This design comes from an exercise in tuning for small area, a short achievable clock period and few clock cycles on the open sky130 flow, not from production work.
The clock input has no modelled driver; a real chip could not lean on it and would need a root buffer or a full tree.

==> inputs of trial 56 <==
Design STI_DAC, start of the top module:
module STI_DAC(clk ,reset, load, pi_data, pi_length, pi_fill, pi_msb, pi_low, pi_end,
	       so_data, so_valid,
	       oem_finish, oem_dataout, oem_addr,
	       odd1_wr, odd2_wr, odd3_wr, odd4_wr, even1_wr, even2_wr, even3_wr, even4_wr);
==> module STI_DAC, before the edit <==
module STI_DAC(clk ,reset, load, pi_data, pi_length, pi_fill, pi_msb, pi_low, pi_end,
	       so_data, so_valid,
	       oem_finish, oem_dataout, oem_addr,
	       odd1_wr, odd2_wr, odd3_wr, odd4_wr, even1_wr, even2_wr, even3_wr, even4_wr);
input		clk, reset;
input		load, pi_msb, pi_low, pi_end;
input	[15:0]	pi_data;
input	[1:0]	pi_length;
input		pi_fill;
output		so_data;
output		so_valid;
output		odd1_wr, odd2_wr, odd3_wr, odd4_wr, even1_wr, even2_wr, even3_wr, even4_wr;
output	reg	oem_finish;
output	[4:0]	oem_addr;
output	[7:0]	oem_dataout;
reg		busy;		 
reg	[2:0]	idx;		 
reg		hi;		 
reg		zero;		 
reg		msb_r;		 
reg	[7:0]	shift;		 
reg	[5:0]	pix;		 
reg	[3:1]	bge;		 
reg		wr_odd;		 
reg		wr_even;	 
reg		wr_data;	 
reg		zen;		 
wire off = pi_length[1] & (pi_msb ^ pi_fill);	 
reg zero0, hi0;					 
always @(*) begin
	case (pi_length)
	2'd0: begin zero0 = 1'b0; hi0 = pi_low; end
	2'd1: begin zero0 = 1'b0; hi0 = pi_msb; end
	2'd2: begin zero0 = off; hi0 = off ^ pi_msb; end	 
	default: begin zero0 = off; hi0 = pi_msb; end		 
	endcase
end
wire k1 = hi ^ pi_msb;
wire last_byte = (pi_length == 2'd0)
	| (~zero & k1 & ((pi_length == 2'd1) | off))		 
	| (zero & ~off & (pi_length == 2'd2) & ~k1)		 
	| (zero & ~off & (pi_length == 2'd3) & k1);		 
wire first_bit = ~zero0 & (pi_msb ? (hi0 ? pi_data[15] : pi_data[7])
				  : (hi0 ? pi_data[8] : pi_data[0]));
wire next_bit = ~zero & pi_data[{hi, idx}];
wire byte_end = busy & (idx == {3{~msb_r}});
wire last = byte_end & last_byte;
always @(posedge clk or posedge reset) begin
	if (reset) begin
		busy <= 1'b0;
	end else begin
		busy <= load | (busy & ~last);
	end
end
wire [2:0] idx_up = idx + 3'd1;
wire [2:0] idx_dn = idx - 3'd1;
always @(posedge clk) begin
	msb_r <= pi_msb;
	if (load) idx <= pi_msb ? 3'd6 : 3'd1;
	else idx <= msb_r ? idx_dn : idx_up;
	if (load) begin
		zero <= zero0;
		hi <= hi0;
	end else if (byte_end) begin
		zero <= zero ^ k1;
		hi <= ~hi;
	end
	shift <= {shift[6:0], load ? first_bit : next_bit};
end
assign so_data = shift[0];
wire pix_ev = pix[3] ^ pix[0];
wire fill = pi_end & ~bge[1] & ~(wr_odd | wr_even);
wire slot = byte_end | fill;
always @(posedge clk or posedge reset) begin
	if (reset) begin
		pix <= 6'd0;
		bge <= 3'd0;
		wr_odd <= 1'b0;
		wr_even <= 1'b0;
		wr_data <= 1'b0;
		oem_finish <= 1'b0;
	end else begin
		wr_odd <= slot & ~pix_ev;
		wr_even <= slot & pix_ev;
		wr_data <= byte_end;
		bge <= bge | ({bge[2:1], 1'b1} & {3{(wr_odd | wr_even) & (pix == 6'd63)}});
		pix <= pix + {5'd0, wr_odd | wr_even};
		oem_finish <= pi_end & bge[1];
	end
end
always @(posedge clk)
	zen <= ~byte_end & (load | busy | pi_end);
assign odd1_wr  = wr_odd & ~bge[1];
assign even1_wr = wr_even & ~bge[1];
assign odd2_wr  = bge[1] ? wr_odd & ~bge[2] : zen;
assign even2_wr = bge[1] ? wr_even & ~bge[2] : zen;
assign odd3_wr  = bge[2] ? wr_odd & ~bge[3] : zen;
assign even3_wr = bge[2] ? wr_even & ~bge[3] : zen;
assign odd4_wr  = bge[3] ? wr_odd : zen;
assign even4_wr = bge[3] ? wr_even : zen;
assign oem_addr = pix[5:1];
assign so_valid = busy | wr_data;
assign oem_dataout = shift & {8{wr_data}};
endmodule
clock: 4.0 ns
lec_check: 0
cap_margin: 20
core_margin: 2
core_utilization: 40
setup_slack_margin: 2.1
slew_margin: 20
standard.sh (not shown) runs the stock make flow with config.mk's settings and CLKGATE_MAP_FILE= SYNTH_SCRIPT=/design/flow/synth_recipe.tcl, a recipe that flattens the netlist after the stock synthesis.
==> flow/flow/run.sh <==
#!/bin/bash
# Standard synthesis and layout, with plain buf_1 port buffers, free cell
# sizing, and a single clock buffer in place of the clock tree (pre_cts.tcl).
set -euo pipefail
here=$(pwd)
bash standard.sh synth > synth.log 2>&1
bash standard.sh 'BUFFER_PORTS_ARGS=-buffer_cell sky130_fd_sc_hd__buf_1' MATCH_CELL_FOOTPRINT=0 "PRE_CTS_TCL=$here/flow/pre_cts.tcl" finish > layout.log 2>&1
==> flow/flow/pre_cts.tcl <==
# Clock tree: one clkbuf_16, placed at the centre of the registers, drives
# every register's clock pin (the design has about 30 registers). This
# replaces ORFS's two-level H-tree; all registers still see the same clock.
set block [ord::get_db_block]
set clknet [$block findNet clk]
set sinks {}
set sx 0
set sy 0
foreach it [$clknet getITerms] {
  set inst [$it getInst]
  set box [$inst getBBox]
  set sx [expr {$sx + ([$box xMin] + [$box xMax]) / 2}]
  set sy [expr {$sy + ([$box yMin] + [$box yMax]) / 2}]
  lappend sinks $it
}
set n [llength $sinks]
puts "pre_cts: $n clock sinks"
set master [[ord::get_db] findMaster sky130_fd_sc_hd__clkbuf_16]
set buf [odb::dbInst_create $block $master clkbuf_root]
set leaf [odb::dbNet_create $block clknet_root]
$leaf setSigType CLOCK
foreach it $sinks {
  $it disconnect
  $it connect $leaf
}
[$buf findITerm A] connect $clknet
[$buf findITerm X] connect $leaf
$buf setLocation [expr {$sx / $n}] [expr {$sy / $n}]
$buf setPlacementStatus PLACED
set_propagated_clock [all_clocks]
# the tree is built; skip ORFS's clock tree synthesis
proc clock_tree_synthesis {args} { puts "pre_cts: clock_tree_synthesis skipped" }
==> trial 89 (differences from trial 56) <==
==> flow/design.v (replaced) <==
module STI_DAC(clk ,reset, load, pi_data, pi_length, pi_fill, pi_msb, pi_low, pi_end,
	       so_data, so_valid,
	       oem_finish, oem_dataout, oem_addr,
	       odd1_wr, odd2_wr, odd3_wr, odd4_wr, even1_wr, even2_wr, even3_wr, even4_wr);
input		clk, reset;
input		load, pi_msb, pi_low, pi_end;
input	[15:0]	pi_data;
input	[1:0]	pi_length;
input		pi_fill;
output		so_data;
output		so_valid;
output		odd1_wr, odd2_wr, odd3_wr, odd4_wr, even1_wr, even2_wr, even3_wr, even4_wr;
output	reg	oem_finish;
output	[4:0]	oem_addr;
output	[7:0]	oem_dataout;
reg		busy;		 
reg	[2:0]	idx;		 
reg		hi;		 
reg		zero;		 
reg	[1:0]	byte_cnt;	 
reg		be;		 
reg	[7:0]	shift;		 
reg	[5:0]	pix;		 
reg	[3:1]	bge;		 
reg	[2:1]	beq;		 
reg		wr_odd;		 
reg		wr_even;	 
reg		wr_data;	 
reg		zen_n;		 
function [1:0] byte_src;	 
	input [1:0] len;
	input msb, fill, low;
	input [1:0] b;
	reg bz, bh;
	begin
		bz = 1'b0;
		bh = 1'b0;
		case (len)
		2'd0: bh = low;
		2'd1: bh = msb ^ b[0];
		2'd2: begin
			case (b)
			2'd0: begin bz = msb ^ fill; bh = msb; end
			2'd1: bh = ~fill;
			default: begin bz = ~(msb ^ fill); bh = ~msb; end
			endcase
		end
		default: begin
			bz = b[1] ^ msb ^ fill;
			bh = msb ^ b[0];
		end
		endcase
		byte_src = {bz, bh};
	end
endfunction
wire [1:0] src0 = byte_src(pi_length, pi_msb, pi_fill, pi_low, 2'd0);
wire first_bit = ~src0[1] & (pi_msb ? (src0[0] ? pi_data[15] : pi_data[7])
				  : (src0[0] ? pi_data[8] : pi_data[0]));
wire next_bit = ~zero & pi_data[{hi, idx}];
wire byte_end = be;
wire last = byte_end & (byte_cnt == pi_length);
wire [1:0] bc_next = load ? 2'd0 : byte_cnt + 2'd1;
wire [1:0] src_next = byte_src(pi_length, pi_msb, pi_fill, pi_low, bc_next);
always @(posedge clk or posedge reset) begin
	if (reset) begin
		busy <= 1'b0;
		be <= 1'b0;
	end else begin
		busy <= load | (busy & ~last);
		be <= busy & (idx == (pi_msb ? 3'd1 : 3'd6));
	end
end
wire [2:0] idx_up = idx + 3'd1;
wire [2:0] idx_dn = idx - 3'd1;
always @(posedge clk) begin
	if (load) idx <= pi_msb ? 3'd6 : 3'd1;
	else idx <= pi_msb ? idx_dn : idx_up;
	if (load | byte_end) begin
		byte_cnt <= bc_next;
		{zero, hi} <= src_next;
	end
	shift <= {shift[6:0], load ? first_bit : next_bit};
end
assign so_data = shift[0];
wire pix_ev = pix[3] ^ pix[0];
wire fill = pi_end & ~bge[1] & ~(wr_odd | wr_even);
wire slot = byte_end | fill;
always @(posedge clk or posedge reset) begin
	if (reset) begin
		pix <= 6'd0;
		bge <= 3'd0;
		beq <= 2'd0;
		wr_odd <= 1'b0;
		wr_even <= 1'b0;
		wr_data <= 1'b0;
		zen_n <= 1'b0;
		oem_finish <= 1'b0;
	end else begin
		wr_odd <= slot & ~pix_ev;
		wr_even <= slot & pix_ev;
		wr_data <= byte_end;
		zen_n <= byte_end | ~(load | busy | pi_end);
		if ((wr_odd | wr_even) & (pix == 6'd63)) begin
			bge <= {bge[2:1], 1'b1};
			beq <= {beq[1], ~bge[1]};
		end
		pix <= pix + {5'd0, wr_odd | wr_even};
		oem_finish <= pi_end & bge[1];
	end
end
assign odd1_wr  = wr_odd & ~bge[1];
assign even1_wr = wr_even & ~bge[1];
assign odd2_wr  = wr_odd & beq[1] | ~zen_n & ~bge[1];
assign even2_wr = wr_even & beq[1] | ~zen_n & ~bge[1];
assign odd3_wr  = wr_odd & beq[2] | ~zen_n & ~bge[2];
assign even3_wr = wr_even & beq[2] | ~zen_n & ~bge[2];
assign odd4_wr  = wr_odd & bge[3] | ~zen_n & ~bge[3];
assign even4_wr = wr_even & bge[3] | ~zen_n & ~bge[3];
assign oem_addr = pix[5:1];
assign so_valid = busy | wr_data;
assign oem_dataout = shift & {8{wr_data}};
endmodule
==> flow/flow/run.sh (replaced) <==
#!/bin/bash
# Standard synthesis and layout, with plain buf_1 port buffers and free cell sizing.
set -euo pipefail
bash standard.sh synth > synth.log 2>&1
bash standard.sh 'BUFFER_PORTS_ARGS=-buffer_cell sky130_fd_sc_hd__buf_1' MATCH_CELL_FOOTPRINT=0 'CTS_ARGS=-sink_clustering_enable -repair_clock_nets -dont_use_dummy_load' finish > layout.log 2>&1
SETUP_SLACK_MARGIN = 1.9   (was 2.1)
removed: flow/flow/pre_cts.tcl
==> build 64 (differences from trial 56) <==
--- a/flow/design.v
+++ b/flow/design.v
@@ -17,7 +17,7 @@
 reg	[2:0]	idx;		 
 reg		hi;		 
 reg		zero;		 
-reg		msb_r;		 
+reg		be;		 
 reg	[7:0]	shift;		 
 reg	[5:0]	pix;		 
 reg	[3:1]	bge;		 
@@ -43,21 +43,22 @@
 wire first_bit = ~zero0 & (pi_msb ? (hi0 ? pi_data[15] : pi_data[7])
 				  : (hi0 ? pi_data[8] : pi_data[0]));
 wire next_bit = ~zero & pi_data[{hi, idx}];
-wire byte_end = busy & (idx == {3{~msb_r}});
+wire byte_end = be;
 wire last = byte_end & last_byte;
 always @(posedge clk or posedge reset) begin
 	if (reset) begin
 		busy <= 1'b0;
+		be <= 1'b0;
 	end else begin
 		busy <= load | (busy & ~last);
+		be <= busy & (idx == (pi_msb ? 3'd1 : 3'd6));
 	end
 end
 wire [2:0] idx_up = idx + 3'd1;
 wire [2:0] idx_dn = idx - 3'd1;
 always @(posedge clk) begin
-	msb_r <= pi_msb;
 	if (load) idx <= pi_msb ? 3'd6 : 3'd1;
-	else idx <= msb_r ? idx_dn : idx_up;
+	else idx <= pi_msb ? idx_dn : idx_up;
 	if (load) begin
 		zero <= zero0;
 		hi <= hi0;
==> run summary <==
# TYPE chip_impl_metric gauge
chip_impl_metric{name="synth-simple-area-share",unit="%"} 18.6
chip_impl_metric{name="met2RoutedLength",unit="mm"} 1.52
chip_impl_metric{name="nets",unit=""} 222
chip_impl_info{name="highest-signal-layer",value="met3"} 1
chip_impl_metric{name="cellInternalPower",unit="mW"} 0.542
chip_impl_metric{name="power_dens_cells",unit="mW/mm2"} 459
chip_impl_metric{name="first_global_vias",unit=""} 1120
chip_impl_metric{name="cellLeakagePower",unit="nW"} 0.787
chip_impl_metric{name="layout.core_utilization",unit="%"} 49.2
chip_impl_metric{name="fin_worst_hold_slack",unit="ns"} 0.353
chip_impl_metric{name="post-route-period-util",unit="%"} 46.0
chip_impl_metric{name="fraction_of_standard_cell_area_that_is_sequential",unit="%"} 37.6
chip_impl_metric{name="synth_adder_area_share",unit="%"} 4.68
chip_impl_metric{name="post-synth-top-area-fraction",unit="%"} 23.4
chip_impl_metric{name="grt_util_all_layers",unit="%"} 13.5
chip_impl_metric{name="p_sw",unit="mW"} 0.278
chip_impl_info{name="run_status",value="no timing/DRC/antenna violations"} 1
chip_impl_metric{name="clk_transition_reported_paths",unit="ns"} 0.10
chip_impl_metric{name="area.growth.synth_to_final",unit="%"} 19.5
chip_impl_metric{name="post_dp_cell_area",unit="mm2"} 0.00167
-- figures above: trial 56

==> run summary <==
# TYPE chip_impl_metric gauge
chip_impl_info{name="run_status",value="no timing/DRC/antenna violations"} 1
chip_impl_metric{name="p_sw",unit="mW"} 0.343
chip_impl_metric{name="post_dp_cell_area",unit="mm2"} 0.00183
chip_impl_metric{name="layout.core_utilization",unit="%"} 47.5
chip_impl_info{name="highest-signal-layer",value="met4"} 1
chip_impl_metric{name="post-route-period-util",unit="%"} 48.8
chip_impl_metric{name="synth-simple-area-share",unit="%"} 17.7
chip_impl_metric{name="clk_transition_reported_paths",unit="ns"} 0.06
chip_impl_metric{name="met2RoutedLength",unit="mm"} 1.62
chip_impl_metric{name="post-synth-top-area-fraction",unit="%"} 27.2
chip_impl_metric{name="power_dens_cells",unit="mW/mm2"} 531
-- figures above: trial 89

==> run summary <==
# TYPE chip_impl_metric gauge
chip_impl_metric{name="post_dp_cell_area",unit="mm2"} 0.00166
chip_impl_metric{name="grt_util_all_layers",unit="%"} 13.4
chip_impl_metric{name="power_dens_cells",unit="mW/mm2"} 497
chip_impl_metric{name="post-route-period-util",unit="%"} 47.2
chip_impl_metric{name="fraction_of_standard_cell_area_that_is_sequential",unit="%"} 39.0
chip_impl_metric{name="post_cts_buffers",unit=""} 1
chip_impl_info{name="highest-signal-layer",value="met4"} 1
chip_impl_metric{name="cellInternalPower",unit="mW"} 0.567
chip_impl_info{name="run_status",value="no timing/DRC/antenna violations"} 1
chip_impl_metric{name="p_sw",unit="mW"} 0.299
chip_impl_metric{name="post-synth-top-area-fraction",unit="%"} 25.2
chip_impl_metric{name="synth_adder_area_share",unit="%"} 4.70
chip_impl_metric{name="synth-simple-area-share",unit="%"} 19.4
chip_impl_metric{name="nets",unit=""} 227
chip_impl_metric{name="met2RoutedLength",unit="mm"} 1.27
chip_impl_metric{name="area.growth.synth_to_final",unit="%"} 16.9
chip_impl_metric{name="fin_worst_hold_slack",unit="ns"} 0.349
-- figures above: build 64

No run of this note included a check of the RTL's function; only the layout flow was run. In trial 56 and build 64 the design's own scripts or RTL, not TritonCTS, make the clock network.

-- what the ideal ports hide --
Ports are ideal in the flow. The routed layouts listed here were re-timed in OpenROAD. Step 1 (the two cells are an assumption about what drives the block):
set clk [get_ports {clk}]
set_driving_cell -lib_cell sky130_fd_sc_hd__clkbuf_16 $clk
set_driving_cell -lib_cell sky130_fd_sc_hd__buf_2 [delete_from_list [all_inputs] $clk]
Step 2 times the ports against the registers' clock, not the clock port: input delays grow and output delays shrink by t, the midpoint of the rising clock arrivals with the driver on. Three values: ideal ports, drivers, drivers and shift; two values: the first two.
run | shift t [ns] | setup slack, ns | slew at the worst register clock pin (ns) | pins driven straight from the clock port
trial 56 | 0.188 | 2.159 / 2.132 / 1.979 | 0.10 / 0.10 | 1
trial 89 | 0.294 | 2.048 / 2.023 / 1.878 | 0.07 / 0.07 | 1
build 64 | 0.192 | 2.112 / 2.121 / 1.930 | 0.10 / 0.10 | 1
After both steps setup and hold are still met in every run listed. The setup slack of build 64, which loses most, moves by +0.009 ns with the drivers and by -0.182 ns with both steps.
